Context: an optimization exercise on an open-source flow, tuned for small area and a short achievable clock period. The choices shown serve that exercise and are no tape-out recipe.
Only simulation tests tie the RTL to the original design; equivalence was not proved.
Power figures rest on the tool's default switching activity, not on a simulated workload.

## design/flow/flow/run.sh

```bash
#!/bin/bash
set -e
bash standard.sh SETUP_SLACK_MARGIN=5.25 finish > standard.log 2>&1
```

## design/flow/standard.sh

```bash
#!/bin/bash
# synth_recipe.tcl (not shown) runs the flow's synth.tcl, then flattens the netlist and writes it again
# the make line also repeats each setting of config.mk as NAME=value (left out here)
make -C /OpenROAD-flow-scripts/flow DESIGN_CONFIG=/design/flow/config.mk WORK_HOME=/design/flow/orfs CLKGATE_MAP_FILE= SYNTH_SCRIPT=/design/flow/synth_recipe.tcl "${@:-finish}"
```

## design/flow/config.mk

```make
export PLATFORM = sky130hd
export DESIGN_NAME = FPGA
export DESIGN_NICKNAME = FPGA
export VERILOG_FILES = /design/flow/design.v
export SDC_FILE = /design/flow/constraint.sdc
export NUM_CORES = 8
export LEC_CHECK = 0
export CAP_MARGIN = 20
export CORE_MARGIN = 2
export CORE_UTILIZATION = 55
export CTS_BUF_LIST = sky130_fd_sc_hd__clkbuf_16
export CTS_CLUSTER_DIAMETER = 120
export CTS_CLUSTER_SIZE = 28
export GPL_ROUTABILITY_DRIVEN = 0
export PLACE_DENSITY = 0.66
export SETUP_SLACK_MARGIN = 5
export SLEW_MARGIN = 20
```

## design/flow/constraint.sdc

```tcl
create_clock -name core_clock -period 8.0 [get_ports {clk}]
set_input_delay 1.6000 -clock core_clock [delete_from_list [all_inputs] [get_ports {clk}]]
set_output_delay 1.6000 -clock core_clock [all_outputs]
set_load 0.01 [all_outputs]
```

## design/flow/design.v

```verilog
module Interface (
	input clk,
	input rst,
	input [30*4-1:0] taps,   
	input [29:0] found,
	output reg ext_on,       
	output reg rotp,         
	output reg [4:0] which,
	output reg TX
);
localparam [2:0] IDLE = 3'd0, IDLEC = 3'd1, SELECT = 3'd2, SEND = 3'd3, RESET = 3'd4;
reg [2:0] state;
reg [3:0] i;
reg [2:0] fsm;
reg [3:0] bit_count;
reg [8:0] clk_count;
reg       upper;         
reg       last;          
wire load = (fsm == 3'd1);
integer k;
reg [4:0] hi;
always @(*) begin
	hi = 5'd0;
	for (k = 0; k < 30; k = k + 1)
		if (found[k]) hi = k;
end
reg [3:0] tcode;
always @(posedge clk) tcode <= taps[which*4 +: 4];
reg [3:0] tap;           
always @(*) begin
	case (tcode[3:2])
		2'b00: tap = (tcode[1:0] == 2'b00) ? 4'd8 : {2'b00, tcode[1:0]};
		2'b01: tap = {2'b01, tcode[1:0]};
		2'b10: tap = 4'd9;
		default: tap = tcode[1] ? 4'd10 : 4'd0;
	endcase
end
always @(posedge clk) begin
	if (rst) begin
		ext_on <= 1'b0;
		rotp <= 1'b0;
	end else begin
		ext_on <= ((state == SEND) & (i == 4'd9)) | (state == RESET);
		rotp <= load & (i >= 4'd2) & (i <= 4'd6);
	end
end
always @(posedge clk) begin
	if (rst) begin
		state <= IDLE;
	end else begin
		case (state)
			IDLE, IDLEC: begin
				if (found != 30'd0) begin
					state <= SELECT;
					which <= hi;
				end else
					state <= IDLE;
			end
			SELECT: begin
				state <= SEND;
				i <= 4'd0;
			end
			SEND: begin
				if (load) i <= i + 4'd1;
				if (i == 4'd8) i <= 4'd9;
				if (i == 4'd9) state <= RESET;
			end
			default: state <= IDLEC;
		endcase
	end
end
wire drl = (state == SEND) & (i != 4'd9);
always @(posedge clk)
	clk_count <= (fsm == 3'd3) ? 9'd432 : clk_count - 9'd1;
always @(posedge clk) begin
	if (rst) begin
		fsm <= 3'd0;
		TX <= 1'b1;
	end else begin
		case (fsm)
			3'd0: if (drl) fsm <= 3'd1;
			3'd1: begin
				fsm <= 3'd2;
				upper <= (i == 4'd0) | (i == 4'd7);
				last <= (i == 4'd7);
			end
			3'd2: begin
				fsm <= 3'd3;
				bit_count <= 4'd10;
			end
			3'd3: begin
				fsm <= 3'd4;
				bit_count <= bit_count - 4'd1;
				case (bit_count)
					4'd10: TX <= 1'b0;
					4'd9: TX <= upper ? ~last : tap[0];
					4'd8: TX <= upper | tap[1];
					4'd7: TX <= upper | tap[2];
					4'd6: TX <= upper | tap[3];
					4'd1: TX <= 1'b1;
					default: TX <= upper;
				endcase
			end
			3'd4: begin
				if (clk_count == 9'd0) fsm <= 3'd5;
			end
			3'd5: fsm <= (bit_count == 4'd0) ? 3'd0 : 3'd3;
			default: fsm <= 3'd0;
		endcase
	end
end
endmodule
module SearchModule #(parameter SEED = 1351) (
	input clk,
	input rst,
	input enan,            
	input ext,             
	input rot,             
	input boot,            
	input bootend,         
	input [10:0] sl,       
	output reg found,
	output reg found_o,    
	output [3:0] tap       
);
localparam [1:0] PW = 2'd0, PC = 2'd1, PR = 2'd2, PF = 2'd3;
localparam [10:0] S0 = 11'b10000000000;
localparam [10:0] INIT = 11'b10000000000;
reg [32:0] r;
reg [2:0]  b;       
reg [2:0]  m;       
reg [1:0]  ph;
reg [10:0] cnt;
reg [10:0] st;
reg [3:0]  c0, c1, c2, c3, c4, c5;
assign tap = c5;
wire shifting = (ph != PW);
wire fail2    = (ph == PF) & cnt[9];
wire resp     = fail2 | ext;
wire w_end    = (ph == PW) & (boot ? bootend : (cnt[0] & cnt[5]));
wire fin      = (ph == PC) & st[2];
wire [4:0] din = r[29:25] & {~(m[2] & (m[1] | m[0])), ~m[2], ~(m[2] | (m[1] & m[0])), ~(m[2] | m[1]), ~(m[2] | m[1] | m[0])};
wire inrange  = ~din[4] & (din[3:0] != 4'd0) & (din[3:0] <= 4'd10);
wire valid    = (b == 3'd7) & enan & (ph == PC) & ~st[3] & ~st[2] & inrange;
wire run      = (ph == PR) & ~found;
wire low0     = (cnt[9:0] == 10'd0);
wire stinit   = (st == INIT);
wire found_set = run & low0 & ~cnt[10];
wire fail_set  = run & stinit & ~low0;
function [3:0] tcode(input [3:0] p);
	tcode = {p[3] & (p[1] | p[0]), p[2] | (p[3] & p[1]), p[1:0]};
endfunction
function tapv(input [3:0] t, input [10:0] s);
	reg a, b;
	begin
		case (t[1:0]) 2'd0: a = s[8]; 2'd1: a = s[1]; 2'd2: a = s[2]; default: a = s[3]; endcase
		case (t[1:0]) 2'd0: b = s[4]; 2'd1: b = s[5]; 2'd2: b = s[6]; default: b = s[7]; endcase
		case (t[3:2]) 2'd0: tapv = a; 2'd1: tapv = b; 2'd2: tapv = s[9]; default: tapv = s[10] & t[1]; endcase
	end
endfunction
wire fb = st[0] ^ (tapv(c5, st) & tapv(c4, st)) ^ tapv(c3, st) ^ tapv(c2, st) ^ tapv(c1, st) ^ tapv(c0, st);
wire [3:0] dcode = tcode(din[3:0]);
wire cfb = cnt[0] ^ cnt[2] ^ (cnt[10:1] == 10'd0);
wire prfb = r[32] ^ r[22] ^ r[2] ^ r[1];
wire seedbit = |(sl & SEED[10:0]);
always @(posedge clk) begin
	r <= {boot ? seedbit : shifting ? prfb : r[0], r[32:1]};
	b <= {3{~rst}} & (b ^ {shifting & b[1] & b[0], shifting & b[0], shifting});
	if (shifting & (b == 3'd0))
		m <= 3'd0;
	else if (resp)
		m <= b;
	if (rst | fail2 | (found & ext)) begin
		ph <= PW;
		found <= 1'b0;
	end else begin
		if (w_end) ph <= PC;
		if (fin) ph <= PR;
		if (fail_set) ph <= PF;
		if (found_set) found <= 1'b1;
	end
	if (rst | (found_o & ext))
		found_o <= 1'b0;
	else if (found_set)
		found_o <= 1'b1;
	if (fail2 | (found & ext) | fin | fail_set)
		cnt <= S0;
	else
		cnt <= {cfb, cnt[10:1]};
	if ((ph == PW) | fin)
		st <= INIT;
	else if (valid | ((ph == PC) & st[3]))
		st <= {1'b0, st[10:1]};
	else if (run)
		st <= {fb, st[10:1]};
	if ((valid & ~st[4]) | rot) begin
		c0 <= (st[9] && dcode == c0) ? 4'b1100 : dcode;
		{c5, c4, c3, c2, c1} <= {c4, c3, c2, c1, c0};
	end
end
endmodule
module FPGA (
	input clk,
	input rst,
	input start,
	output wire TX,
	output reg found_smth,
	output wire startedmod,
	output wire [29:0] found_mods
);
reg start_S;
reg started;
reg started_o;     
reg [5:0] gcnt;      
wire boot = (gcnt != 6'd33);
wire bootend = (gcnt == 6'd32);
reg [10:0] sl;       
wire [30*4-1:0] taps;
wire [29:0] found;
wire [29:0] found_o;
wire ext_on, rotp;
wire [4:0] which;
wire [3:0] hi_dec = 4'b0001 << which[4:3];
wire [7:0] lo_dec = 8'b00000001 << which[2:0];
wire [3:0] xa = hi_dec & {4{ext_on}};
wire [3:0] ra = hi_dec & {4{rotp}};
wire enan = started | start_S;
assign startedmod = started_o;
assign found_mods = found_o;
Interface interfejs (
	.clk    (clk),
	.rst    (rst),
	.taps   (taps),
	.found  (found),
	.ext_on (ext_on),
	.rotp   (rotp),
	.which  (which),
	.TX     (TX)
);
genvar g;
generate
for (g = 0; g < 30; g = g + 1) begin: Trololo
	SearchModule #(.SEED(1351 + g)) szukacz (
		.clk     (clk),
		.rst     (rst),
		.enan    (enan),
		.ext     (xa[g / 8] & lo_dec[g % 8]),
		.rot     (ra[g / 8] & lo_dec[g % 8]),
		.boot    (boot),
		.bootend (bootend),
		.sl      (sl),
		.found   (found[g]),
		.found_o (found_o[g]),
		.tap     (taps[g*4 +: 4])
	);
end
endgenerate
always @(posedge clk) begin
	if (rst) begin
		found_smth <= 1'b0;
		start_S <= 1'b0;
		started <= 1'b0;
		started_o <= 1'b0;
		gcnt <= 6'd0;
		sl <= 11'd0;
	end else begin
		if (boot) gcnt <= gcnt + 6'd1;
		sl <= {sl[9:0], gcnt == 6'd0};
		if (!start) start_S <= 1'b1;
		if (start_S) started <= 1'b1;
		if (start_S) started_o <= 1'b1;
		found_smth <= (found != 30'd0);
	end
end
endmodule
```

==> reports/qor.log, run 1 <==
INFO  logic_synthesis synth_warnings=32
INFO  die            die_h=439um
INFO  power          leakagePower=0.0389uW
INFO  power          peakVddDrop=208uV
INFO  critical_path  critical-path-max-stage-delay=0.43ns
INFO  power          net-switching-power=5670uW
INFO  logic_synthesis synth_nets=8228
INFO  timing         setup_violations=0
INFO  logic_synthesis synth-edff-count=735
INFO  critical_path  crit-reg2reg-capture=Trololo[0].szukacz.cnt[7]
INFO  logic_synthesis synth_seq_area_share=0.596
INFO  route          ant_nets=0
INFO  route          route.detailed.vias_per_inst=5.90
INFO  critical_path  worstSetupPathDepth=1
INFO  cells_and_area finish.net_count=8156
INFO  critical_path  cp-endpoint=found_mods[15]
INFO  critical_path  r2r_cells=7
INFO  run            maxCapViolCount=0
INFO  timing         maxClockFrequency=0.340GHz
INFO  critical_path  timing.critical_path.buf_inv=1
INFO  placed_design  placement.cell_area=107000um2
INFO  route          dr.first_iter.drc_count=5321
INFO  critical_path  required=6.40ns
INFO  logic_synthesis yosys_register_bits=2727
INFO  global_routing grt_pass1_wl=350000um
INFO  power          internal_power=19000uW
INFO  critical_path  critPathTopFamily=flip-flops
INFO  logic_synthesis synth_area_per_cell=12.7um2
INFO  die            die_area=192000um2
INFO  logic_synthesis synth_top_area_share=0.384
INFO  cells_and_area syn_to_final_growth=6.61%
INFO  timing         slew-limit-headroom=0.265
INFO  min_path       hold_path.class=reg -> reg
INFO  route          drt_wl_total=223000um
INFO  power          combinationalPowerShare=0.066
INFO  die            pin_count=36
INFO  global_routing grt_antenna_before_repair=8
INFO  route          drc=0
INFO  clocking       cts_tree=done
INFO  route          detailroute.via_count=63042
INFO  logic_synthesis yosys.cell_types.count=67
INFO  status         status=timing/DRC/antenna clean
INFO  placed_design  port-buffer-count=35
INFO  timing         timing.final.crit_share=0.367
INFO  critical_path  timing.critical_path.from=Trololo[15].szukacz.found_o
INFO  logic_synthesis synth.cell_area=104000um2
INFO  clocking       numClockSinks=2727
INFO  critical_path  worst-endpoint-arrival=1.34ns
INFO  timing         slew_violations=0
INFO  power          final_power=24700uW
INFO  logic_synthesis ys_top_cells_by_area=sky130_fd_sc_hd__dfxtp_1 (38%), sky130_fd_sc_hd__edfxtp_1 (21%), sky130_fd_sc_hd__mux4_2 (12%)
INFO  power          portion_of_total_power_attributed_to_the_clock_network=0.269
INFO  timing         hold_violations=0
INFO  logic_synthesis async_flop_share=0
INFO  critical_path  reg2reg_slack=5.32ns
INFO  global_routing largest_net_degree_at_the_start_of_global_routing=91
INFO  critical_path  critPathCaptureType=primary output
INFO  timing         fin_tns_setup=0ns
INFO  route          routed_wl_per_cell=20.8um
INFO  critical_path  crit_chain=buf_6
INFO  power          switching_share=0.229
INFO  cells_and_area design_area=111000um2
INFO  critical_path  path_max_fanout=2
INFO  route          drt_first_pass_iters=6
INFO  clocking       clock_buffer_depth=3
INFO  timing         rsz0062_at_grt=true
INFO  clocking       cts.clk_slew.worst_paths=0.11ns
INFO  timing         period_needed=2.94ns
INFO  die            core=188000um2
INFO  global_routing grt_usage=0.228
INFO  die            std_cell_rows=159
INFO  global_routing vias_in_the_first_global_route=61071
INFO  die            floorplan.initialDensity=0.553
INFO  critical_path  reg2reg_from=interfejs.which[1]
INFO  clocking       cts_buffers=107
INFO  die            die_width=439um
INFO  power          seq_power_share=0.665
INFO  logic_synthesis largest_area_contributor_in_the_synthesized_netlist=sky130_fd_sc_hd__dfxtp_1
INFO  global_routing global_route.overflow_total=0
INFO  clocking       ctsHtreeMaxLevel=3
INFO  placed_design  detailed_place_hpwl=147000um
INFO  timing         worstMarginPinSlew=1.09ns
INFO  logic_synthesis synth_ff_type=sky130_fd_sc_hd__dfxtp_1
INFO  logic_synthesis synthCells=8183
INFO  timing         skew=0.0303ns
INFO  cells_and_area layout-drive-gt1-share=0.119
INFO  power          power_density=223nW/um2
INFO  clocking       ctsRootBufferMaster=sky130_fd_sc_hd__clkbuf_16
INFO  critical_path  cell_with_the_largest_stage_delay_on_the_worst_path=sky130_fd_sc_hd__dfxtp_4
INFO  critical_path  cp-start-kind=register
INFO  cells_and_area finalCoreUtilization=0.590
INFO  critical_path  timing.setup.critical_path_class=reg -> out
INFO  clocking       insertion_delay=0.81ns
worst min path at each step:
stage,from,to,slack [ns],cells after the start
6_report,Trololo[26].szukacz.r[16],Trololo[26].szukacz.r[15],0.32,0
5_1_grt,Trololo[25].szukacz.r[15],Trololo[25].szukacz.r[14],0.32,0
4_1_cts,Trololo[25].szukacz.r[15],Trololo[25].szukacz.r[14],0.32,0
3_5_place_dp,Trololo[9].szukacz.r[24],Trololo[9].szukacz.r[23],0.31,0
3_3_place_gp,Trololo[19].szukacz.r[30],Trololo[19].szukacz.r[29],0.31,0
2_1_floorplan,Trololo[0].szukacz.r[11],Trololo[0].szukacz.r[10],0.31,0
registers in the layout, summed over array words and instances, names as in the netlist, 6 cells and up:
name	flops
Trololo.szukacz.c4	120
Trololo.szukacz.r	990
Trololo.szukacz.c3	120
Trololo.szukacz.found_o	30
Trololo.szukacz.ph	60
Trololo.szukacz.found	30
Trololo.szukacz.c1	120
gcnt	6
Trololo.szukacz.st	330
Trololo.szukacz.m	90
Trololo.szukacz.b	90
Trololo.szukacz.c0	120
Trololo.szukacz.cnt	330
interfejs.clk_count	9
sl	11
Trololo.szukacz.c5	120
Trololo.szukacz.c2	120
layout by cell type, fill, tap and decap left out, types with 70 or more instances in the layout:
cell / synthesis / layout
sky130_fd_sc_hd__buf_4: 36 / 75
sky130_fd_sc_hd__nor3_1: 197 / 195
sky130_fd_sc_hd__mux2i_1: 314 / 314
sky130_fd_sc_hd__nand4_1: 99 / 99
sky130_fd_sc_hd__nor2b_1: 133 / 133
sky130_fd_sc_hd__edfxtp_1: 735 / 735
sky130_fd_sc_hd__and3_1: 86 / 84
sky130_fd_sc_hd__a21oi_1: 282 / 282
sky130_fd_sc_hd__dfxtp_1: 1992 / 1956
sky130_fd_sc_hd__xnor2_1: 344 / 344
sky130_fd_sc_hd__clkbuf_16: 0 / 111
sky130_fd_sc_hd__nor2_1: 805 / 803
sky130_fd_sc_hd__and2_1: 459 / 459
sky130_fd_sc_hd__xor2_1: 123 / 123
sky130_fd_sc_hd__o21ai_0: 130 / 130
sky130_fd_sc_hd__inv_1: 239 / 314
sky130_fd_sc_hd__nand3_1: 144 / 128
sky130_fd_sc_hd__o22a_1: 115 / 115
sky130_fd_sc_hd__mux4_2: 537 / 537
sky130_fd_sc_hd__nor4_1: 126 / 126
sky130_fd_sc_hd__nand2_1: 314 / 313
sky130_fd_sc_hd__nand2b_1: 70 / 70
area by class of cell:
cell class | instances | area [um2]
Timing Repair Buffer | 124 | 1190
Antenna cell | 5 | 12.5
Sequential cell | 2727 | 62100
Multi-Input combinational cell | 4912 | 40400
Inverter | 239 | 897
Tap cell | 2495 | 3120
Clock inverter | 78 | 310
Fill cell | 15016 | 77000
Clock buffer | 111 | 2780
synth_stat cells, drive strengths merged (32+ instances only):
| cell type | number |
|---|---|
| and3 | 90 |
| nor2b | 133 |
| nand4 | 99 |
| mux2i | 314 |
| nor2 | 805 |
| nor4 | 126 |
| o22a | 115 |
| nand2 | 314 |
| mux4 | 537 |
| a22oi | 60 |
| and2 | 459 |
| dfxtp | 1992 |
| nor3 | 197 |
| o21ai | 135 |
| o22ai | 65 |
| nor4b | 34 |
| clkbuf | 207 |
| nand2b | 70 |
| nand3 | 144 |
| xor2 | 123 |
| buf | 108 |
| inv | 239 |
| a21oi | 282 |
| edfxtp | 735 |
| o31ai | 32 |
| xnor2 | 344 |
| a211oi | 85 |
| ha | 42 |
stage by stage:
step	cells	hold WS (ns)	setup WS, ns
after CTS	10672	0.316	4.97
after global routing	10687	0.315	5.01
after global placement	10444	0.311	4.39
final	10691	0.317	5.06
after floorplan	8183	0.310	5.01
after detailed placement	10445	0.312	4.38
power groups by stage:
stage | Sequential, uW | Combinational [uW] | Clock, uW
final | 16400 | 1620 | 6650
after global routing | 16600 | 1830 | 7290
after CTS | 16500 | 1630 | 6840
after detailed placement | 16700 | 1610 | 0
after global placement | 16700 | 1530 | 0
after floorplan | 16500 | 1350 | 0
timing repair:
action,in CTS,in global routing
cloned,5,5
endpoints found under the hold margin,0,0
resized for setup,282,38
pin swaps,7,8
buffers inserted,33,9
setup endpoints to repair,1360,685
hold buffers,0,0
per-layer routing:
layer | track usage | up-vias | part of all wire
li1 | - | 29637 | -
met1 | 0.328 | 31604 | 0.45
met2 | 0.371 | 1525 | 0.47
met3 | 0.0231 | 274 | 0.047
met4 | 0.0617 | 2 | 0.029
met5 | 0 | - | 0.000090
cell families after synthesis:
family                   after synthesis  synth area share
flip-flops                          2727             0.596
multiplexers                         872             0.149
AO/OA/AOI/OAI                        981            0.0640
XOR/XNOR                             468            0.0396
adder cells (fa/ha/maj)               42           0.00506
AND/OR/NAND/NOR                     2539             0.124
buffers and inverters                554            0.0223
==> inputs of run 2 (changes only) <==
--- a/design/flow/config.mk
+++ b/design/flow/config.mk
@@ -11,7 +11,6 @@
 export CTS_BUF_LIST = sky130_fd_sc_hd__clkbuf_16
 export CTS_CLUSTER_DIAMETER = 120
 export CTS_CLUSTER_SIZE = 28
-export GPL_ROUTABILITY_DRIVEN = 0
 export PLACE_DENSITY = 0.66
 export SETUP_SLACK_MARGIN = 5
 export SLEW_MARGIN = 20
==> run 2 against run 1 <==
First-iteration DRC count unchanged. Maximum frequency unchanged. Sequential power about the same. Setup slack unchanged. Global-route usage unchanged.
==> reports/qor.log, run 2 <==
INFO  status         status=timing/DRC/antenna clean
INFO  clocking       ctsHtreeMaxLevel=3 [unchanged]
INFO  logic_synthesis async_flop_share=0 [unchanged]
INFO  power          peakVddDrop=208uV [unchanged]
INFO  cells_and_area layout_commonest_cell=sky130_fd_sc_hd__dfxtp_1
INFO  logic_synthesis synthMostInstantiatedCell=sky130_fd_sc_hd__dfxtp_1
INFO  critical_path  worstSetupPathDepth=1 [unchanged]
INFO  critical_path  worst-endpoint-arrival=1.34ns [about the same]
INFO  min_path       hold_path.class=reg -> reg
INFO  logic_synthesis synth_warnings=32 [unchanged]
INFO  die            pin_count=36 [unchanged]
INFO  timing         period_needed=2.94ns [unchanged]
INFO  timing         slew-limit-headroom=0.265 [unchanged]
INFO  critical_path  cp-start-kind=register
INFO  critical_path  timing.setup.critical_path_class=reg -> out
INFO  placed_design  routability_congestion=0.854
INFO  die            die_area=192000um2 [unchanged]
INFO  logic_synthesis largest_area_contributor_in_the_synthesized_netlist=sky130_fd_sc_hd__dfxtp_1
INFO  placed_design  detailed_place_hpwl=147000um [unchanged]
INFO  cells_and_area most_frequent_cells_in_the_layout=sky130_fd_sc_hd__dfxtp_1 (1956), sky130_fd_sc_hd__nor2_1 (803), sky130_fd_sc_hd__edfxtp_1 (735), sky130_fd_sc_hd__mux4_2 (537), sky130_fd_sc_hd__and2_1 (459)
INFO  route          route.detailed.vias_per_inst=5.90 [unchanged]
INFO  clocking       cts.clk_slew.worst_paths=0.11ns [about the same]
INFO  logic_synthesis synth_ff_type=sky130_fd_sc_hd__dfxtp_1
INFO  route          drc=0 [unchanged]
INFO  timing         setup_violations=0 [unchanged]
INFO  power          leakagePower=0.0389uW [unchanged]
INFO  clocking       cts_tree=done
INFO  clocking       numClockSinks=2727 [unchanged]
INFO  timing         worstMarginPinSlew=1.09ns [unchanged]
INFO  logic_synthesis synth_nets=8228 [unchanged]
INFO  timing         hold_violations=0 [unchanged]
INFO  clocking       cts_buffers=107 [unchanged]
INFO  critical_path  cell_with_the_largest_stage_delay_on_the_worst_path=sky130_fd_sc_hd__dfxtp_4
INFO  timing         slew_violations=0 [unchanged]
INFO  clocking       cts.hold.buffers_added=0 [unchanged]
INFO  route          ant_nets=0 [unchanged]
INFO  clocking       clock_buffer_depth=3 [unchanged]
INFO  logic_synthesis synth_area_per_cell=12.7um2 [unchanged]
INFO  clocking       insertion_delay=0.81ns [about the same]
INFO  cells_and_area layout-drive-gt1-share=0.119 [unchanged]
INFO  logic_synthesis synth-edff-count=735 [unchanged]
INFO  die            core=188000um2 [unchanged]
INFO  clocking       ctsRootBufferMaster=sky130_fd_sc_hd__clkbuf_16
INFO  critical_path  timing.critical_path.buf_inv=1 [unchanged]
INFO  power          power_density=223nW/um2 [unchanged]
INFO  timing         timing.final.crit_share=0.367 [unchanged]
INFO  route          routed_wl_per_cell=20.8um [unchanged]
INFO  placed_design  port-buffer-count=35 [unchanged]
INFO  timing         skew=0.0303ns [unchanged]
INFO  logic_synthesis synth.cell_area=104000um2 [unchanged]
INFO  die            floorplan.initialDensity=0.553 [unchanged]
INFO  global_routing vias_in_the_first_global_route=61071 [unchanged]
INFO  route          dr.first_iter.drc_count=5321 [unchanged]
INFO  logic_synthesis synthCells=8183 [unchanged]
INFO  logic_synthesis yosys.cell_types.count=67 [unchanged]
INFO  logic_synthesis ys_top_cells_by_area=sky130_fd_sc_hd__dfxtp_1 (38%), sky130_fd_sc_hd__edfxtp_1 (21%), sky130_fd_sc_hd__mux4_2 (12%)
INFO  timing         fin_tns_setup=0ns [unchanged]
INFO  cells_and_area largestRegisters=Trololo.szukacz.r (990), Trololo.szukacz.cnt (330), Trololo.szukacz.st (330)
INFO  global_routing grt_usage=0.228 [unchanged]
INFO  critical_path  crit_chain=buf_6
INFO  logic_synthesis yosys-top-cells-count=sky130_fd_sc_hd__dfxtp_1 (1992), sky130_fd_sc_hd__nor2_1 (805), sky130_fd_sc_hd__edfxtp_1 (735)
INFO  cells_and_area finish.net_count=8156 [unchanged]
INFO  logic_synthesis synth_top_area_share=0.384 [unchanged]
INFO  cells_and_area largest_reg_flops=990 [unchanged]
INFO  global_routing grt_pass1_wl=350000um [unchanged]
INFO  global_routing largest_net_degree_at_the_start_of_global_routing=91 [unchanged]
INFO  cells_and_area finalCoreUtilization=0.590 [unchanged]
INFO  critical_path  critPathTopFamily=flip-flops
INFO  global_routing grt_antenna_before_repair=8 [unchanged]
INFO  logic_synthesis yosys_register_bits=2727 [unchanged]
INFO  run            maxCapViolCount=0 [unchanged]
INFO  global_routing global_route.overflow_total=0 [unchanged]
INFO  die            die_width=439um [unchanged]
INFO  critical_path  path_max_fanout=2 [unchanged]
INFO  route          drt_wl_total=223000um [unchanged]
INFO  critical_path  required=6.40ns [about the same]
INFO  critical_path  critical-path-max-stage-delay=0.43ns [about the same]
INFO  cells_and_area syn_to_final_growth=6.61% [unchanged]
INFO  cells_and_area final.fill_count=15016 [unchanged]
INFO  route          detailroute.via_count=63042 [unchanged]
INFO  min_path       hold-path-cell-count=0 [unchanged]
INFO  logic_synthesis synth_seq_area_share=0.596 [unchanged]
INFO  die            std_cell_rows=159 [unchanged]
INFO  die            die_h=439um [unchanged]
INFO  cells_and_area largest_register=Trololo.szukacz.r
INFO  timing         rsz0062_at_grt=true
INFO  critical_path  critPathCaptureType=primary output
INFO  route          drt_first_pass_iters=6 [unchanged]
INFO  critical_path  r2r_cells=7 [unchanged]
INFO  timing         maxClockFrequency=0.340GHz [unchanged]
run 2: cell families after synthesis:
group / synth area share
buf+inv: 0.0223
xor+xnor: 0.0396
compound gates: 0.0640
flops: 0.596
fa+ha+maj: 0.00506
simple gates: 0.124
mux: 0.149
run 2: worst paths after layout:
check                                   start                   endpoint  slack [ns]
setup / recovery  Trololo[15].szukacz.found_o             found_mods[15]        5.06
setup reg to reg           interfejs.which[1]  Trololo[0].szukacz.cnt[7]        5.32
hold / removal      Trololo[26].szukacz.r[16]  Trololo[26].szukacz.r[15]        0.32
hold reg to reg     Trololo[26].szukacz.r[16]  Trololo[26].szukacz.r[15]        0.32
run 2: per-stage QoR:
step / cell area [um2] / setup WS, ns / total power (uW) / std cells / hold WS, ns
floorplan: 104000 / 5.01 / 17800 / 8183 / 0.310
global route: 111000 / 5.01 / 25800 / 10687 / 0.315
finish: 111000 / 5.06 / 24700 / 10691 / 0.317
CTS: 110000 / 4.97 / 24900 / 10672 / 0.316
detailed placement: 107000 / 4.38 / 18400 / 10445 / 0.312
global placement: 107000 / 4.39 / 18300 / 10444 / 0.311
run 2: power breakdown:
part           internal [uW]  total (uW)  switching (uW)
logic                    915        1620             707
registers              15600       16400             855
clock network           2540        6650            4110
total                  19000       24700            5670
run 2: routing by layer:
| metal | part of all wire | track usage |
|---|---|---|
| met1 | 0.45 | 0.328 |
| met5 | 0.000090 | 0 |
| met4 | 0.029 | 0.0617 |
| met2 | 0.47 | 0.371 |
| met3 | 0.047 | 0.0231 |
run 2: layout make-up:
class | instances | area, um2 | area share
sequential | 2727 | 62100 | 0.560
antenna | 5 | 12.5 | 0.000113
clock buffer | 111 | 2780 | 0.0251
timing repair buffer | 124 | 1190 | 0.0107
multi-input combinational | 4912 | 40400 | 0.365
clock inverter | 78 | 310 | 0.00280
tap | 2495 | 3120 | 0.0282
inverter | 239 | 897 | 0.00810
run 2: timing repair:
item                        CTS  global route
pin swaps                     7             8
gates resized for setup     282            38
gates cloned                  5             5
setup endpoints to repair  1360           685
setup buffers                33             9
==> inputs of run 3 (changes only) <==
==> design/flow/flow/run.sh (replaced) <==
#!/bin/bash
set -e
bash standard.sh SETUP_SLACK_MARGIN=5.4 finish > standard.log 2>&1
==> run 3 against run 2 <==
Still clean. Setup slack lost 0.023 ns. Via count grew 1.2%. Count of clock-buffer cells in the layout did not move. Total power up 0.10%. Combinational power about the same. Sequential share of layout area shrank 0.83 points.
==> reports/qor.log, run 3 <==
INFO  timing         rsz0062_at_grt=true
INFO  cells_and_area finalCoreUtilization=0.599 [+0.00891]
INFO  cells_and_area finish.net_count=8243 [+1.1%]
INFO  logic_synthesis yosys-top-cells-count=sky130_fd_sc_hd__dfxtp_1 (1992), sky130_fd_sc_hd__nor2_1 (805), sky130_fd_sc_hd__edfxtp_1 (735)
INFO  die            pin_count=36 [unchanged]
INFO  placed_design  port-buffer-count=35 [unchanged]
INFO  route          drc=0 [unchanged]
INFO  timing         slew-limit-headroom=0.265 [about the same]
INFO  critical_path  timing.critical_path.buf_inv=1 [unchanged]
INFO  cells_and_area largest_register=Trololo.szukacz.r
INFO  placed_design  detailed_place_hpwl=147000um [about the same]
INFO  logic_synthesis synth_area_per_cell=12.7um2 [unchanged]
INFO  logic_synthesis synth_seq_area_share=0.596 [unchanged]
INFO  timing         skew=0.0349ns [+0.00467 ns]
INFO  logic_synthesis synth_top_area_share=0.384 [unchanged]
INFO  cells_and_area largestRegisters=Trololo.szukacz.r (990), Trololo.szukacz.cnt (330), Trololo.szukacz.st (330)
INFO  clocking       insertion_delay=0.81ns [about the same]
INFO  global_routing vias_in_the_first_global_route=61598 [+0.86%]
INFO  logic_synthesis synth.cell_area=104000um2 [unchanged]
INFO  logic_synthesis yosys_register_bits=2727 [unchanged]
INFO  route          drt_first_pass_iters=17 [+11]
INFO  cells_and_area largest_reg_flops=990 [unchanged]
INFO  critical_path  timing.critical_path.from=found_smth
INFO  logic_synthesis synth_nets=8228 [unchanged]
INFO  critical_path  crit-reg2reg-capture=Trololo[29].szukacz.c4[1]
INFO  timing         fin_tns_setup=0ns [unchanged]
INFO  timing         slew_violations=0 [unchanged]
INFO  clocking       ctsHtreeMaxLevel=3 [unchanged]
INFO  clocking       cts_tree=done
INFO  die            std_cell_rows=159 [unchanged]
INFO  critical_path  required=6.40ns [about the same]
INFO  logic_synthesis synth-edff-count=735 [unchanged]
INFO  power          peakVddDrop=237uV [+14%]
INFO  global_routing global_route.overflow_total=0 [unchanged]
INFO  power          final_power=24700uW [+0.10%]
INFO  logic_synthesis async_flop_share=0 [unchanged]
INFO  critical_path  timing.setup.critical_path_class=reg -> out
INFO  logic_synthesis synthMostInstantiatedCell=sky130_fd_sc_hd__dfxtp_1
INFO  clocking       ctsRootBufferMaster=sky130_fd_sc_hd__clkbuf_16
INFO  logic_synthesis yosys.cell_types.count=67 [unchanged]
INFO  route          dr.first_iter.drc_count=5382 [+1.1%]
INFO  die            core=188000um2 [unchanged]
INFO  clocking       numClockSinks=2727 [unchanged]
INFO  critical_path  reg2reg_slack=5.42ns [+0.10 ns]
INFO  critical_path  cp-endpoint=found_smth
INFO  critical_path  critPathCaptureType=primary output
INFO  timing         worstMarginPinSlew=1.10ns [+0.00763 ns]
INFO  critical_path  path_max_fanout=1 [-1]
INFO  route          drt_wl_total=226000um [+1.5%]
INFO  critical_path  reg2reg_from=start_S
INFO  critical_path  worst-endpoint-arrival=1.36ns [+0.02 ns]
INFO  timing         hold_violations=0 [unchanged]
INFO  min_path       hold_start=Trololo[19].szukacz.r[4]
INFO  critical_path  cp-start-kind=register
INFO  route          detailroute.via_count=63805 [+1.2%]
INFO  die            die_width=439um [unchanged]
INFO  run            maxCapViolCount=0 [unchanged]
INFO  critical_path  r2r_cells=6 [-1]
INFO  route          route.detailed.vias_per_inst=5.92 [+0.35%]
INFO  clocking       clock_buffer_depth=3 [unchanged]
INFO  timing         period_needed=2.96ns [+0.0230 ns]
INFO  logic_synthesis largest_area_contributor_in_the_synthesized_netlist=sky130_fd_sc_hd__dfxtp_1
INFO  critical_path  critPathTopFamily=flip-flops
INFO  cells_and_area syn_to_final_growth=8.22%
INFO  critical_path  cell_with_the_largest_stage_delay_on_the_worst_path=sky130_fd_sc_hd__dfxtp_4
INFO  timing         timing.final.crit_share=0.370 [+0.00288]
INFO  timing         setup_violations=0 [unchanged]
INFO  placed_design  routability_congestion=0.848 [-0.69%]
INFO  logic_synthesis ys_top_cells_by_area=sky130_fd_sc_hd__dfxtp_1 (38%), sky130_fd_sc_hd__edfxtp_1 (21%), sky130_fd_sc_hd__mux4_2 (12%)
INFO  power          power_density=220nW/um2 [-1.4%]
INFO  logic_synthesis synth_warnings=32 [unchanged]
INFO  global_routing grt_usage=0.232 [+0.00358]
INFO  critical_path  critical-path-max-stage-delay=0.44ns [about the same]
INFO  power          leakagePower=0.0396uW [+1.7%]
INFO  logic_synthesis synthCells=8183 [unchanged]
INFO  global_routing largest_net_degree_at_the_start_of_global_routing=120 [+32%]
INFO  timing         maxClockFrequency=0.338GHz [-0.78%]
INFO  route          ant_nets=0 [unchanged]
INFO  cells_and_area layout_commonest_cell=sky130_fd_sc_hd__dfxtp_1
INFO  min_path       hold_path.class=reg -> reg
INFO  die            die_h=439um [unchanged]
INFO  route          routed_wl_per_cell=21.0um [+0.62%]
INFO  global_routing grt_antenna_before_repair=11 [+3]
INFO  die            die_area=192000um2 [unchanged]
INFO  critical_path  crit_chain=buf_6
INFO  logic_synthesis synth_ff_type=sky130_fd_sc_hd__dfxtp_1
INFO  critical_path  worstSetupPathDepth=1 [unchanged]
INFO  clocking       cts_buffers=107 [unchanged]
INFO  cells_and_area most_frequent_cells_in_the_layout=sky130_fd_sc_hd__dfxtp_1 (1949), sky130_fd_sc_hd__nor2_1 (800), sky130_fd_sc_hd__edfxtp_1 (735), sky130_fd_sc_hd__mux4_2 (537), sky130_fd_sc_hd__and2_1 (459)
INFO  status         status=timing/DRC/antenna clean
INFO  global_routing grt_pass1_wl=355000um [+1.3%]
INFO  cells_and_area layout-drive-gt1-share=0.133 [+0.0133]
INFO  clocking       cts.clk_slew.worst_paths=0.11ns [about the same]
INFO  die            floorplan.initialDensity=0.553 [unchanged]
-- run 3: cell counts after synthesis --
Identical to the previous run, type by type.
-- run 3: layout make-up --
cell class,instances,area (um2)
Fill cell,14826,75400
Inverter,239,897
Antenna cell,4,10.0
Clock inverter,84,370
Clock buffer,111,2780
Tap cell,2495,3120
Multi-Input combinational cell,4925,41100
Timing Repair Buffer,198,2100
Sequential cell,2727,62100
-- run 3: kinds of logic (layout without fill, tap and decap cells) --
| group | Yosys count | in the layout | share of synthesized area |
|---|---|---|---|
| AO/OA/AOI/OAI | 981 | 1001 | 0.0640 |
| XOR/XNOR | 468 | 468 | 0.0396 |
| adder cells (fa/ha/maj) | 42 | 42 | 0.00506 |
| buffers and inverters | 554 | 632 | 0.0223 |
| flip-flops | 2727 | 2727 | 0.596 |
| multiplexers | 872 | 872 | 0.149 |
| other | 0 | 4 | 0 |
| AND/OR/NAND/NOR | 2539 | 2542 | 0.124 |
-- run 3: worst register-to-register path, stage by stage, from the launching register on --
cell and delay [ns]:
sky130_fd_sc_hd__dfxtp_2 0.51, sky130_fd_sc_hd__nor2_2 0.13, sky130_fd_sc_hd__buf_4 0.21, sky130_fd_sc_hd__or4_1 0.52, sky130_fd_sc_hd__or4b_4 0.61, sky130_fd_sc_hd__o22ai_4 0.19, sky130_fd_sc_hd__buf_4 0.17
-- run 3: stage by stage --
stage                     hold slack, ns  area [um2]  std cells  worst slack, ns
final                              0.321      112000      10783             5.04
after global routing               0.330      112000      10779             5.00
after CTS                          0.321      112000      10733             4.96
after detailed placement           0.312      107000      10435             4.36
after global placement             0.310      107000      10433             4.38
after floorplan                    0.310      104000       8183             5.01
-- run 3: power breakdown --
| group | switching (uW) | leakage [uW] | total, uW | internal [uW] |
|---|---|---|---|---|
| registers | 853 | 0.0230 | 16400 | 15600 |
| clock network | 4100 | 0.00182 | 6660 | 2550 |
| logic | 719 | 0.0147 | 1640 | 921 |
| total | 5670 | 0.0396 | 24700 | 19100 |
-- run 3: worst min-delay path by stage --
stage                                 to  depth (start not counted)  slack, ns
6_report        Trololo[19].szukacz.r[3]                          0       0.32
5_1_grt         Trololo[26].szukacz.r[5]                          0       0.33
4_1_cts         Trololo[9].szukacz.r[17]                          0       0.32
3_5_place_dp   Trololo[22].szukacz.r[19]                          0       0.31
3_3_place_gp   Trololo[23].szukacz.r[15]                          0       0.31
2_1_floorplan   Trololo[0].szukacz.r[10]                          0       0.31
-- run 3: timing repair --
item | CTS | global route
hold endpoints to repair | 0 | 0
setup endpoints to repair | 1461 | 1110
pin swaps | 37 | 36
gates resized for setup | 343 | 68
buffers inserted | 82 | 44
hold buffers | 0 | 0
gates cloned | 21 | 2
-- run 3: per-layer routing --
metal | routed length (um) | share of wire | GRT usage
met5 | 14 | 0.000062 | 0
met4 | 6690 | 0.030 | 0.0686
met2 | 105000 | 0.46 | 0.369
met3 | 13300 | 0.059 | 0.0308
met1 | 101000 | 0.45 | 0.333
==> inputs of run 4 (changes only) <==
==> design/flow/flow/run.sh (replaced) <==
#!/bin/bash
set -e
bash standard.sh SETUP_SLACK_MARGIN=5.1 finish > standard.log 2>&1
==> run 4 against run 3 <==
Still clean on timing, DRC and antenna. Utilization fell by 1.0 points. Clock skew about the same. Critical path depth unchanged. Combinational power hardly changed. Sequential share of layout area is 0.97 points higher. First-iteration DRC count increased by 7.3%. Wire length is 1.5% lower. Via count is 0.97% lower. Area after synthesis unchanged. Largest cell class unchanged. Highest routed layer unchanged.
==> reports/qor.log, run 4 <==
INFO  timing         setup_violations=0 [unchanged]
INFO  route          drt_wl_total=223000um [-1.5%]
INFO  min_path       hold_path.class=reg -> reg
INFO  status         status=timing/DRC/antenna clean
INFO  critical_path  timing.setup.critical_path_class=reg -> out
INFO  cells_and_area syn_to_final_growth=6.34%
INFO  logic_synthesis synth_seq_area_share=0.596 [unchanged]
INFO  timing         slew-limit-headroom=0.262 [-0.00286]
INFO  global_routing grt_antenna_before_repair=7 [-4]
INFO  route          drc=0 [unchanged]
INFO  timing         hold_slack=0.316ns [-0.00507 ns]
INFO  route          routed_wl_per_cell=20.9um [-0.40%]
INFO  die            pin_count=36 [unchanged]
INFO  global_routing grt_pass1_wl=350000um [-1.5%]
INFO  route          drt_first_pass_iters=19 [+2]
INFO  timing         maxClockFrequency=0.340GHz [+0.74%]
INFO  cells_and_area largest_reg_flops=990 [unchanged]
INFO  timing         fin_tns_setup=0ns [unchanged]
INFO  placed_design  port-buffer-count=35 [unchanged]
INFO  die            core=188000um2 [unchanged]
INFO  global_routing grt_usage=0.228 [-0.00412]
INFO  power          leakagePower=0.0387uW [-2.2%]
INFO  clocking       cts_tree=done
INFO  critical_path  worst-endpoint-arrival=1.34ns [-0.02 ns]
INFO  clocking       ctsRootBufferMaster=sky130_fd_sc_hd__clkbuf_16
INFO  cells_and_area finish.net_count=8136 [-1.3%]
INFO  clocking       numClockSinks=2727 [unchanged]
INFO  cells_and_area final.fill_count=15073 [+1.7%]
INFO  logic_synthesis yosys_register_bits=2727 [unchanged]
INFO  die            std_cell_rows=159 [unchanged]
INFO  die            die_width=439um [unchanged]
INFO  clocking       cts_buffers=107 [unchanged]
INFO  logic_synthesis synth_warnings=32 [unchanged]
INFO  timing         hold_violations=0 [unchanged]
INFO  power          peakVddDrop=221uV [-6.5%]
INFO  cells_and_area seqCellArea=62100um2 [about the same]
INFO  critical_path  path_max_fanout=3 [+2]
INFO  clocking       ctsHtreeMaxLevel=3 [unchanged]
INFO  timing         timing.final.crit_share=0.367 [-0.00273]
INFO  logic_synthesis synth_area_per_cell=12.7um2 [unchanged]
INFO  logic_synthesis yosys.cell_types.count=67 [unchanged]
INFO  timing         skew=0.0345ns [-0.000415 ns]
INFO  critical_path  required=6.40ns [about the same]
INFO  cells_and_area layout_commonest_cell=sky130_fd_sc_hd__dfxtp_1
INFO  timing         rsz0062_at_grt=true
INFO  route          dr.first_iter.drc_count=5775 [+7.3%]
INFO  logic_synthesis largest_area_contributor_in_the_synthesized_netlist=sky130_fd_sc_hd__dfxtp_1
INFO  die            floorplan.initialDensity=0.553 [unchanged]
INFO  logic_synthesis synthCells=8183 [unchanged]
INFO  route          detailroute.via_count=63186 [-0.97%]
INFO  global_routing vias_in_the_first_global_route=60940 [-1.1%]
INFO  cells_and_area largestRegisters=Trololo.szukacz.r (990), Trololo.szukacz.cnt (330), Trololo.szukacz.st (330)
INFO  logic_synthesis async_flop_share=0 [unchanged]
INFO  power          power_density=223nW/um2 [+1.4%]
INFO  run            maxCapViolCount=0 [unchanged]
INFO  critical_path  critPathTopFamily=flip-flops
INFO  route          ant_nets=0 [unchanged]
INFO  logic_synthesis yosys-top-cells-count=sky130_fd_sc_hd__dfxtp_1 (1992), sky130_fd_sc_hd__nor2_1 (805), sky130_fd_sc_hd__edfxtp_1 (735)
INFO  timing         worst_slack_setup_final=5.06ns [+0.0218 ns]
INFO  cells_and_area layout-drive-gt1-share=0.116 [-0.0168]
INFO  power          final_power=24600uW [-0.37%]
INFO  global_routing global_route.overflow_total=0 [unchanged]
INFO  critical_path  cp-start-kind=register
INFO  placed_design  placement.cell_area=107000um2 [about the same]
INFO  placed_design  routability_congestion=0.836 [-1.4%]
INFO  placed_design  detailed_place_hpwl=148000um [+0.52%]
INFO  critical_path  timing.critical_path.buf_inv=1 [unchanged]
INFO  logic_synthesis synth_nets=8228 [unchanged]
INFO  cells_and_area largest_register=Trololo.szukacz.r
INFO  logic_synthesis synth_top_area_share=0.384 [unchanged]
INFO  critical_path  critPathCaptureType=primary output
INFO  clocking       cts.clk_slew.worst_paths=0.12ns [about the same]
INFO  global_routing largest_net_degree_at_the_start_of_global_routing=148 [+23%]
INFO  critical_path  cell_with_the_largest_stage_delay_on_the_worst_path=sky130_fd_sc_hd__dfxtp_4
INFO  cells_and_area design_area=110000um2 [-1.7%]
INFO  timing         worstMarginPinSlew=1.10ns [+0.00140 ns]
INFO  clocking       insertion_delay=0.80ns [about the same]
INFO  placed_design  post-place-ws=4.31ns [-0.0447 ns]
INFO  critical_path  crit_chain=buf_6
INFO  critical_path  critical-path-max-stage-delay=0.42ns [-0.02 ns]
INFO  logic_synthesis synth-edff-count=735 [unchanged]
INFO  clocking       clock_buffer_depth=3 [unchanged]
INFO  timing         period_needed=2.94ns [-0.0218 ns]
INFO  logic_synthesis synthMostInstantiatedCell=sky130_fd_sc_hd__dfxtp_1
INFO  die            die_h=439um [unchanged]
INFO  cells_and_area most_frequent_cells_in_the_layout=sky130_fd_sc_hd__dfxtp_1 (1958), sky130_fd_sc_hd__nor2_1 (803), sky130_fd_sc_hd__edfxtp_1 (735), sky130_fd_sc_hd__mux4_2 (537), sky130_fd_sc_hd__and2_1 (459)
INFO  logic_synthesis synth.cell_area=104000um2 [unchanged]
INFO  cells_and_area multi_input_area=40400um2 [-1.7%]
INFO  logic_synthesis ys_top_cells_by_area=sky130_fd_sc_hd__dfxtp_1 (38%), sky130_fd_sc_hd__edfxtp_1 (21%), sky130_fd_sc_hd__mux4_2 (12%)
INFO  die            die_area=192000um2 [unchanged]
INFO  route          route.detailed.vias_per_inst=5.92 [+0.11%]
INFO  timing         slew_violations=0 [unchanged]
INFO  logic_synthesis synth_ff_type=sky130_fd_sc_hd__dfxtp_1
[run 4: metal layers]
| layer | vias up | part of all wire | wire length, um | GRT usage |
|---|---|---|---|---|
| met1 | 31634 | 0.45 | 99900 | 0.326 |
| li1 | 29577 | - | - | - |
| met2 | 1700 | 0.47 | 104000 | 0.366 |
| met3 | 273 | 0.054 | 12000 | 0.0287 |
| met5 | - | 0.000054 | 12 | 0 |
| met4 | 2 | 0.029 | 6470 | 0.0642 |
[run 4: final timing paths]
kind	endpoint	slack, ns	cells past startpoint	start
max	found_mods[19]	5.06	1	Trololo[19].szukacz.found_o
min	Trololo[21].szukacz.r[3]	0.32	0	Trololo[21].szukacz.r[4]
max reg2reg	interfejs.which[0]	5.17	7	Trololo[1].szukacz.found
min reg2reg	Trololo[21].szukacz.r[3]	0.32	0	Trololo[21].szukacz.r[4]
[run 4: kinds of logic after synthesis]
logic type                 count (synthesis)  share of synthesized area
DFF                                     2727                      0.596
and+or+nand+nor                         2539                      0.124
AOI/OAI and AO/OA                        981                     0.0640
muxes                                    872                      0.149
buffers and inverters                    554                     0.0223
xor gates and xnor gates                 468                     0.0396
adders and majority gates                 42                    0.00506
[run 4: metrics by stage]
stage,util,instances
2_1_floorplan,-,8183
5_1_grt,0.588,10663
4_1_cts,0.587,10654
3_5_place_dp,0.567,10436
6_report,0.588,10667
3_3_place_gp,0.567,10433
[run 4: layout make-up]
class,instances,share of cell area
Multi-Input combinational cell,4913,0.366
Clock buffer,109,0.0247
Tap cell,2495,0.0283
Antenna cell,4,0.0000906
Inverter,239,0.00812
Clock inverter,77,0.00282
Timing Repair Buffer,103,0.00881
Sequential cell,2727,0.562
[run 4: what timing repair did]
item,4_1_cts,5_1_grt
buffers inserted,26,4
resized for setup,266,30
pin swaps,7,8
cloned,6,5
hold buffers,0,0
endpoints found under the setup margin,1105,496
[run 4: power by group]
group	total [uW]	switching [uW]	internal, uW
clock	6600	4100	2500
sequential	16400	850	15600
combinational	1610	700	909
total	24600	5650	19000
==> inputs of run 5 (changes only) <==
==> design/flow/flow/run.sh (replaced) <==
#!/bin/bash
set -e
bash standard.sh SETUP_SLACK_MARGIN=5.18 finish > standard.log 2>&1
==> run 5 against run 4 <==
Still clean on timing, DRC and antenna. Sequential cell count unchanged. Critical path depth did not move. Via count decreased by 0.21%. Utilization up 0.14 points. Combinational power about the same. Die area is the same. Area after synthesis stayed put. Synthesized cell count unchanged. Cell count is 0.25% higher. Clock skew up 0.0026 ns. Clock power about the same. Critical endpoint is now found_mods[15].
==> reports/qor.log, run 5 <==
INFO  timing         timing.final.crit_share=0.370 [+0.00314]
INFO  cells_and_area most_frequent_cells_in_the_layout=sky130_fd_sc_hd__dfxtp_1 (1958), sky130_fd_sc_hd__nor2_1 (803), sky130_fd_sc_hd__edfxtp_1 (735), sky130_fd_sc_hd__mux4_2 (537), sky130_fd_sc_hd__and2_1 (459)
INFO  die            std_cell_rows=159 [unchanged]
INFO  logic_synthesis async_flop_share=0 [unchanged]
INFO  logic_synthesis synth.cell_area=104000um2 [unchanged]
INFO  critical_path  timing.critical_path.buf_inv=1 [unchanged]
INFO  route          drc=0 [unchanged]
INFO  logic_synthesis synth_ff_type=sky130_fd_sc_hd__dfxtp_1
INFO  cells_and_area design_area=111000um2 [+0.24%]
INFO  die            core=188000um2 [unchanged]
INFO  logic_synthesis yosys_register_bits=2727 [unchanged]
INFO  cells_and_area largest_register=Trololo.szukacz.r
INFO  run            maxCapViolCount=0 [unchanged]
INFO  logic_synthesis synthCells=8183 [unchanged]
INFO  critical_path  timing.setup.critical_path_class=reg -> out
INFO  cells_and_area final.fill_count=15038 [-0.23%]
INFO  route          drt_wl_total=221000um [-0.63%]
INFO  logic_synthesis synth_warnings=32 [unchanged]
INFO  cells_and_area number_of_standard_cells_in_the_final_layout_excluding_fillers=10694 [+0.25%]
INFO  power          leakagePower=0.0389uW [+0.56%]
INFO  placed_design  placed_cells=10441 [+0.048%]
INFO  power          seq_power_share=0.667 [about the same]
INFO  critical_path  cp-start-kind=register
INFO  critical_path  required=6.40ns [about the same]
INFO  die            die_width=439um [unchanged]
INFO  clocking       numClockSinks=2727 [unchanged]
INFO  route          drt_first_pass_iters=17 [-2]
INFO  route          route.detailed.vias_per_inst=5.90 [-0.46%]
INFO  critical_path  critPathCaptureType=primary output
INFO  timing         slew-limit-headroom=0.229 [-0.0325]
INFO  die            die_h=439um [unchanged]
INFO  power          switching_share=0.230 [+0.000718]
INFO  logic_synthesis synth_nets=8228 [unchanged]
INFO  critical_path  worst-endpoint-arrival=1.36ns [+0.02 ns]
INFO  timing         rsz0062_at_grt=true
INFO  die            pin_count=36 [unchanged]
INFO  cells_and_area finish.net_count=8156 [+0.25%]
INFO  cells_and_area multi_input_area=40500um2 [+0.15%]
INFO  logic_synthesis yosys-top-cells-count=sky130_fd_sc_hd__dfxtp_1 (1992), sky130_fd_sc_hd__nor2_1 (805), sky130_fd_sc_hd__edfxtp_1 (735)
INFO  clocking       ctsRootBufferMaster=sky130_fd_sc_hd__clkbuf_16
INFO  timing         skew=0.0371ns [+0.00257 ns]
INFO  logic_synthesis yosys.cell_types.count=67 [unchanged]
INFO  placed_design  placement.cell_area=107000um2 [about the same]
INFO  clocking       cts_tree=done
INFO  route          detailroute.via_count=63055 [-0.21%]
INFO  logic_synthesis synth_seq_area_share=0.596 [unchanged]
INFO  power          combinationalPowerShare=0.065 [about the same]
INFO  cells_and_area layout-drive-gt1-share=0.120 [+0.00413]
INFO  critical_path  crit_chain=buf_6
INFO  logic_synthesis ys_top_cells_by_area=sky130_fd_sc_hd__dfxtp_1 (38%), sky130_fd_sc_hd__edfxtp_1 (21%), sky130_fd_sc_hd__mux4_2 (12%)
INFO  clocking       cts.clk_slew.worst_paths=0.11ns [about the same]
INFO  global_routing grt_pass1_wl=347000um [-0.69%]
INFO  power          portion_of_total_power_attributed_to_the_clock_network=0.268 [about the same]
INFO  critical_path  cell_with_the_largest_stage_delay_on_the_worst_path=sky130_fd_sc_hd__dfxtp_4
INFO  logic_synthesis synth_top_area_share=0.384 [unchanged]
INFO  timing         hold_violations=0 [unchanged]
INFO  timing         worst_slack_setup_final=5.04ns [-0.0251 ns]
INFO  cells_and_area largest_reg_flops=990 [unchanged]
INFO  clocking       cts.hold.buffers_added=0 [unchanged]
INFO  power          power_density=223nW/um2 [-0.18%]
INFO  route          dr.first_iter.drc_count=5405 [-6.4%]
INFO  global_routing largest_net_degree_at_the_start_of_global_routing=111 [-25%]
INFO  cells_and_area largestRegisters=Trololo.szukacz.r (990), Trololo.szukacz.cnt (330), Trololo.szukacz.st (330)
INFO  critical_path  critPathTopFamily=flip-flops
INFO  cells_and_area syn_to_final_growth=6.59%
INFO  logic_synthesis synth_area_per_cell=12.7um2 [unchanged]
INFO  route          ant_nets=0 [unchanged]
INFO  timing         slew_violations=0 [unchanged]
INFO  clocking       cts_buffers=107 [unchanged]
INFO  power          peakVddDrop=195uV [-12%]
INFO  timing         setup_violations=0 [unchanged]
INFO  clocking       ctsHtreeMaxLevel=3 [unchanged]
INFO  logic_synthesis largest_area_contributor_in_the_synthesized_netlist=sky130_fd_sc_hd__dfxtp_1
INFO  critical_path  critical-path-max-stage-delay=0.43ns [about the same]
INFO  timing         period_needed=2.96ns [+0.0251 ns]
INFO  clocking       insertion_delay=0.81ns [about the same]
INFO  cells_and_area layout_commonest_cell=sky130_fd_sc_hd__dfxtp_1
INFO  route          routed_wl_per_cell=20.7um [-0.88%]
INFO  power          internal_power=19000uW [about the same]
INFO  min_path       hold_path.class=reg -> reg
INFO  placed_design  post-place-ws=3.99ns [-0.326 ns]
INFO  global_routing grt_antenna_before_repair=4 [-3]
INFO  clocking       clock_buffer_depth=3 [unchanged]
INFO  global_routing vias_in_the_first_global_route=60616 [-0.53%]
INFO  placed_design  routability_congestion=0.836 [about the same]
INFO  placed_design  port-buffer-count=35 [unchanged]
INFO  power          net-switching-power=5670uW [+0.37%]
INFO  timing         hold_slack=0.314ns [-0.00128 ns]
INFO  die            floorplan.initialDensity=0.553 [unchanged]
INFO  global_routing global_route.overflow_total=0 [unchanged]
INFO  logic_synthesis synthMostInstantiatedCell=sky130_fd_sc_hd__dfxtp_1
INFO  cells_and_area seqCellArea=62000um2 [about the same]
INFO  timing         maxClockFrequency=0.337GHz [-0.85%]
INFO  die            die_area=192000um2 [unchanged]
INFO  critical_path  path_max_fanout=2 [-1]
INFO  placed_design  detailed_place_hpwl=147000um [-0.59%]
INFO  timing         worstMarginPinSlew=1.16ns [+0.0529 ns]
INFO  global_routing grt_usage=0.226 [-0.00189]
INFO  status         status=timing/DRC/antenna clean
INFO  timing         fin_tns_setup=0ns [unchanged]
INFO  logic_synthesis synth-edff-count=735 [unchanged]
[run 5: cell families (layout without fill, tap and decap cells)]
| group | after synthesis | in the layout | share of synthesized area |
|---|---|---|---|
| AO/OA/AOI/OAI | 981 | 989 | 0.0640 |
| multiplexers | 872 | 872 | 0.149 |
| adder cells (fa/ha/maj) | 42 | 42 | 0.00506 |
| flip-flops | 2727 | 2727 | 0.596 |
| XOR/XNOR | 468 | 468 | 0.0396 |
| other | 0 | 4 | 0 |
| AND/OR/NAND/NOR | 2539 | 2541 | 0.124 |
| buffers and inverters | 554 | 556 | 0.0223 |
[run 5: final cells by class]
class	count	area share
diodes	4	0.0000904
clock buffers	108	0.0244
repair buffers	124	0.0103
multi-input cells	4912	0.365
well taps	2495	0.0282
inverters	239	0.00810
clock inverters	85	0.00336
flip-flops and latches	2727	0.560
[run 5: metrics by stage]
step	util	total power [uW]
finish	0.590	24700
CTS	0.588	24900
global placement	0.567	18300
detailed placement	0.567	18300
global route	0.590	25700
floorplan	-	17800
[run 5: timing repair]
item / CTS / global route
gates cloned: 5 / 5
gates resized for setup: 285 / 42
buffers inserted: 34 / 12
pin swaps: 8 / 12
endpoints found under the setup margin: 1306 / 625
[run 5: worst paths after layout]
check / start / endpoint / slack [ns] / cells past startpoint
setup / recovery: Trololo[15].szukacz.found_o / found_mods[15] / 5.04 / 1
hold / removal: Trololo[12].szukacz.r[7] / Trololo[12].szukacz.r[6] / 0.31 / 0
setup reg to reg: started_o / Trololo[23].szukacz.c0[1] / 5.22 / 8
hold reg to reg: Trololo[12].szukacz.r[7] / Trololo[12].szukacz.r[6] / 0.31 / 0
[run 5: power groups by stage]
stage,combinational (uW),sequential [uW],clock (uW)
final,1610,16400,6610
after global routing,1810,16600,7270
after CTS,1620,16500,6790
after detailed placement,1600,16700,0
after global placement,1530,16700,0
after floorplan,1350,16500,0
[run 5: layer usage]
metal  track usage  vias up  routed length [um]
met3        0.0252      257               11400
li1              -    29668                   -
met5             0        -                   9
met4        0.0661        2                5950
met1         0.326    31478               99600
met2         0.361     1650              104000
==> inputs of run 6 (changes only) <==
--- a/design/flow/design.v
+++ b/design/flow/design.v
@@ -128,7 +128,6 @@
 localparam [10:0] INIT = 11'b10000000000;
 reg [32:0] r;
 reg [2:0]  b;       
-reg [2:0]  m;       
 reg [1:0]  ph;
 reg [10:0] cnt;
 reg [10:0] st;
@@ -139,7 +138,13 @@
 wire resp     = fail2 | ext;
 wire w_end    = (ph == PW) & (boot ? bootend : (cnt[0] & cnt[5]));
 wire fin      = (ph == PC) & st[2];
-wire [4:0] din = r[29:25] & {~(m[2] & (m[1] | m[0])), ~m[2], ~(m[2] | (m[1] & m[0])), ~(m[2] | m[1]), ~(m[2] | m[1] | m[0])};
+wire [4:0] ob;      
+assign ob[4] = cnt[10] | cnt[9] | cnt[8];
+assign ob[3] = ob[4] | cnt[7];
+assign ob[2] = ob[3] | cnt[6];
+assign ob[1] = ob[2] | cnt[5];
+assign ob[0] = ob[1] | cnt[4];
+wire [4:0] din = r[29:25] & ~ob;
 wire inrange  = ~din[4] & (din[3:0] != 4'd0) & (din[3:0] <= 4'd10);
 wire valid    = (b == 3'd7) & enan & (ph == PC) & ~st[3] & ~st[2] & inrange;
 wire run      = (ph == PR) & ~found;
@@ -166,10 +171,6 @@
 always @(posedge clk) begin
 	r <= {boot ? seedbit : shifting ? prfb : r[0], r[32:1]};
 	b <= {3{~rst}} & (b ^ {shifting & b[1] & b[0], shifting & b[0], shifting});
-	if (shifting & (b == 3'd0))
-		m <= 3'd0;
-	else if (resp)
-		m <= b;
 	if (rst | fail2 | (found & ext)) begin
 		ph <= PW;
 		found <= 1'b0;
@@ -183,16 +184,20 @@
 		found_o <= 1'b0;
 	else if (found_set)
 		found_o <= 1'b1;
-	if (fail2 | (found & ext) | fin | fail_set)
+	if (fail2 | (found & ext) | fin | fail_set | (w_end & ~st[0]))
 		cnt <= S0;
+	else if (w_end)
+		cnt <= S0 >> 1;
 	else
-		cnt <= {cfb, cnt[10:1]};
-	if ((ph == PW) | fin)
+		cnt <= {cfb & (ph != PC), cnt[10:1]};
+	if (w_end | fin)
 		st <= INIT;
 	else if (valid | ((ph == PC) & st[3]))
 		st <= {1'b0, st[10:1]};
 	else if (run)
 		st <= {fb, st[10:1]};
+	else if (resp)
+		st[0] <= fail2;      
 	if ((valid & ~st[4]) | rot) begin
 		c0 <= (st[9] && dcode == c0) ? 4'b1100 : dcode;
 		{c5, c4, c3, c2, c1} <= {c4, c3, c2, c1, c0};
==> design/flow/flow/run.sh (replaced) <==
#!/bin/bash
set -e
bash standard.sh SETUP_SLACK_MARGIN=5.25 finish > standard.log 2>&1
--- a/design/flow/config.mk
+++ b/design/flow/config.mk
@@ -7,10 +7,10 @@
 export LEC_CHECK = 0
 export CAP_MARGIN = 20
 export CORE_MARGIN = 2
-export CORE_UTILIZATION = 55
+export CORE_UTILIZATION = 60
 export CTS_BUF_LIST = sky130_fd_sc_hd__clkbuf_16
 export CTS_CLUSTER_DIAMETER = 120
 export CTS_CLUSTER_SIZE = 28
-export PLACE_DENSITY = 0.66
+export PLACE_DENSITY = 0.7
 export SETUP_SLACK_MARGIN = 5
 export SLEW_MARGIN = 20
==> run 6 against run 5 <==
Area after synthesis shrank 2.8%. Setup slack gained 0.035 ns. Utilization grew 5.4 points. Clock skew shrank 0.0032 ns. Non-clock buffer count shrank 7. Sequential cell count shrank 90. Hold slack lost 0.0085 ns. Via count shrank 1.4%. Global-route usage grew 1.9 points. Clock power shrank 3.5%.
==> reports/qor.log, run 6 <==
INFO  logic_synthesis yosys.cell_types.count=71 [+6.0%]
INFO  route          drt_wl_total=215000um [-3.0%]
INFO  clocking       cts.clk_slew.worst_paths=0.11ns [about the same]
INFO  logic_synthesis async_flop_share=0 [unchanged]
INFO  timing         hold_slack=0.306ns [-0.00845 ns]
INFO  min_path       hold_path.class=reg -> reg
INFO  clocking       cts_buffers=104 [-2.8%]
INFO  timing         hold_violations=0 [unchanged]
INFO  timing         maxClockFrequency=0.342GHz [+1.2%]
INFO  global_routing vias_in_the_first_global_route=60139 [-0.79%]
INFO  power          leakagePower=0.0398uW [+2.4%]
INFO  clocking       ctsHtreeMaxLevel=3 [unchanged]
INFO  logic_synthesis synthCells=8059 [-1.5%]
INFO  power          peakVddDrop=197uV [+1.1%]
INFO  logic_synthesis synth_seq_area_share=0.595 [-0.000725]
INFO  critical_path  timing.critical_path.buf_inv=1 [unchanged]
INFO  die            die_h=414um [-5.6%]
INFO  logic_synthesis synth_warnings=32 [unchanged]
INFO  critical_path  cp-start-kind=register
INFO  route          ant_nets=0 [unchanged]
INFO  timing         worstMarginPinSlew=1.12ns [-0.0394 ns]
INFO  cells_and_area syn_to_final_growth=6.58% [about the same]
INFO  global_routing grt_usage=0.245 [+0.0194]
INFO  critical_path  crit_chain=clkbuf_2
INFO  clocking       insertion_delay=0.76ns [-0.05 ns]
INFO  critical_path  path_max_fanout=2 [unchanged]
INFO  placed_design  routability_congestion=0.854 [+2.2%]
INFO  logic_synthesis yosys-top-cells-count=sky130_fd_sc_hd__dfxtp_1 (1902), sky130_fd_sc_hd__edfxtp_1 (735), sky130_fd_sc_hd__nor2_1 (713)
INFO  route          routed_wl_per_cell=20.9um [+0.92%]
INFO  cells_and_area largest_reg_flops=990 [unchanged]
INFO  timing         slew-limit-headroom=0.255 [+0.0263]
INFO  power          seq_power_share=0.658 [-0.009]
INFO  status         status=timing/DRC/antenna clean
INFO  clocking       clock_buffer_depth=3 [unchanged]
INFO  cells_and_area finish.net_count=8038 [-1.4%]
INFO  power          power_density=229nW/um2 [+2.7%]
INFO  cells_and_area layout_commonest_cell=sky130_fd_sc_hd__dfxtp_1
INFO  timing         skew=0.0339ns [-0.00321 ns]
INFO  cells_and_area most_frequent_cells_in_the_layout=sky130_fd_sc_hd__dfxtp_1 (1869), sky130_fd_sc_hd__edfxtp_1 (735), sky130_fd_sc_hd__nor2_1 (707), sky130_fd_sc_hd__mux4_2 (506), sky130_fd_sc_hd__nand2_1 (488)
INFO  cells_and_area largest_register=Trololo.szukacz.r
INFO  power          net-switching-power=6010uW [+6.0%]
INFO  critical_path  worst-endpoint-arrival=1.33ns [-0.03 ns]
INFO  die            core=167000um2 [-11%]
INFO  die            std_cell_rows=150 [-5.7%]
INFO  clocking       numClockSinks=2637 [-3.3%]
INFO  timing         timing.final.crit_share=0.366 [-0.00438]
INFO  die            die_area=172000um2 [-11%]
INFO  global_routing largest_net_degree_at_the_start_of_global_routing=91 [-18%]
INFO  timing         setup_violations=0 [unchanged]
INFO  logic_synthesis synth.cell_area=101000um2 [-2.8%]
INFO  global_routing grt_pass1_wl=340000um [-2.1%]
INFO  critical_path  critical-path-max-stage-delay=0.41ns [-0.02 ns]
INFO  power          final_power=24600uW [-0.20%]
INFO  critical_path  cell_with_the_largest_stage_delay_on_the_worst_path=sky130_fd_sc_hd__dfxtp_4
INFO  cells_and_area final.fill_count=12421 [-17%]
INFO  logic_synthesis synth_nets=8105 [-1.5%]
INFO  logic_synthesis synth_area_per_cell=12.5um2 [-1.3%]
INFO  logic_synthesis synth-edff-count=735 [unchanged]
INFO  clocking       ctsRootBufferMaster=sky130_fd_sc_hd__clkbuf_16
INFO  critical_path  timing.setup.critical_path_class=reg -> out
INFO  timing         period_needed=2.93ns [-0.0351 ns]
INFO  route          drt_first_pass_iters=6 [-11]
INFO  route          drc=0 [unchanged]
INFO  die            floorplan.initialDensity=0.604 [+0.0507]
INFO  logic_synthesis yosys_register_bits=2637 [-3.3%]
INFO  logic_synthesis ys_top_cells_by_area=sky130_fd_sc_hd__dfxtp_1 (38%), sky130_fd_sc_hd__edfxtp_1 (22%), sky130_fd_sc_hd__mux4_2 (11%)
INFO  cells_and_area largestRegisters=Trololo.szukacz.r (990), Trololo.szukacz.cnt (330), Trololo.szukacz.st (330)
INFO  power          switching_share=0.244 [+0.0142]
INFO  logic_synthesis synthMostInstantiatedCell=sky130_fd_sc_hd__dfxtp_1
INFO  critical_path  critPathTopFamily=flip-flops
INFO  timing         slew_violations=0 [unchanged]
==> run 6: repair_timing <==
item                       in CTS  in global routing
gates cloned                    5                 14
hold endpoints to repair        0                  0
gates resized for setup       274                 62
hold buffers                    0                  0
setup endpoints to repair    1200                679
setup buffers                  31                 12
pin swaps                       9                 19
==> run 6: cell families (layout without fill, tap and decap cells) <==
family,Yosys count,count (layout),share of synthesized area
AOI/OAI and AO/OA,978,992,0.0593
xor gates and xnor gates,432,432,0.0375
adders and majority gates,43,43,0.00533
buffers and inverters,453,447,0.0188
DFF,2637,2637,0.595
muxes,870,870,0.150
other,0,1,0
and+or+nand+nor,2646,2651,0.134
==> run 6: per-stage QoR <==
stage               utilization  area [um2]  instances  worst slack, ns
global route              0.644      108000      10276             5.00
global placement          0.618      103000      10026             4.40
CTS                       0.640      107000      10249             4.85
detailed placement        0.618      103000      10027             4.36
floorplan                     -      101000       8059             5.02
finish                    0.644      108000      10277             5.07
==> run 6: final cells by class <==
class	count	area, um2	share of cell area
clock buffers	106	2650	0.0246
diodes	1	2.50	0.0000232
multi-input cells	4988	40000	0.371
repair buffers	117	1140	0.0106
clock inverters	80	340	0.00316
well taps	2204	2760	0.0256
flip-flops and latches	2637	60200	0.560
inverters	144	541	0.00502
==> run 6: final timing paths <==
kind / start / end / slack (ns) / cells past startpoint
worst max-delay path: Trololo[22].szukacz.found_o / found_mods[22] / 5.07 / 1
worst min-delay path: Trololo[29].szukacz.r[4] / Trololo[29].szukacz.r[3] / 0.31 / 0
worst max register to register: start_S / Trololo[4].szukacz.st[0] / 5.17 / 9
worst min register to register: Trololo[29].szukacz.r[4] / Trololo[29].szukacz.r[3] / 0.31 / 0
==> run 6: layer usage <==
| metal | wire [um] | GRT usage | vias to the layer above |
|---|---|---|---|
| met5 | 13 | 0 | - |
| met4 | 6020 | 0.0690 | 2 |
| met3 | 12100 | 0.0301 | 280 |
| met2 | 101000 | 0.393 | 1797 |
| met1 | 95700 | 0.354 | 30951 |
| li1 | - | - | 29146 |
==> run 6: power groups by stage <==
| stage | Clock, uW | Sequential (uW) | Combinational, uW |
|---|---|---|---|
| finish | 6380 | 16200 | 2050 |
| global route | 7000 | 16400 | 2320 |
| CTS | 6550 | 16200 | 2030 |
| detailed placement | 0 | 16500 | 2010 |
| global placement | 0 | 16400 | 1930 |
| floorplan | 0 | 16100 | 1660 |

Setup slack of run 6, layout unchanged: 5.072 ns with ideal ports, 4.983 ns with driving cells assumed (clock clkbuf_16, inputs buf_2), 4.535 ns with port delays also shifted by the 0.836 ns mid clock arrival.
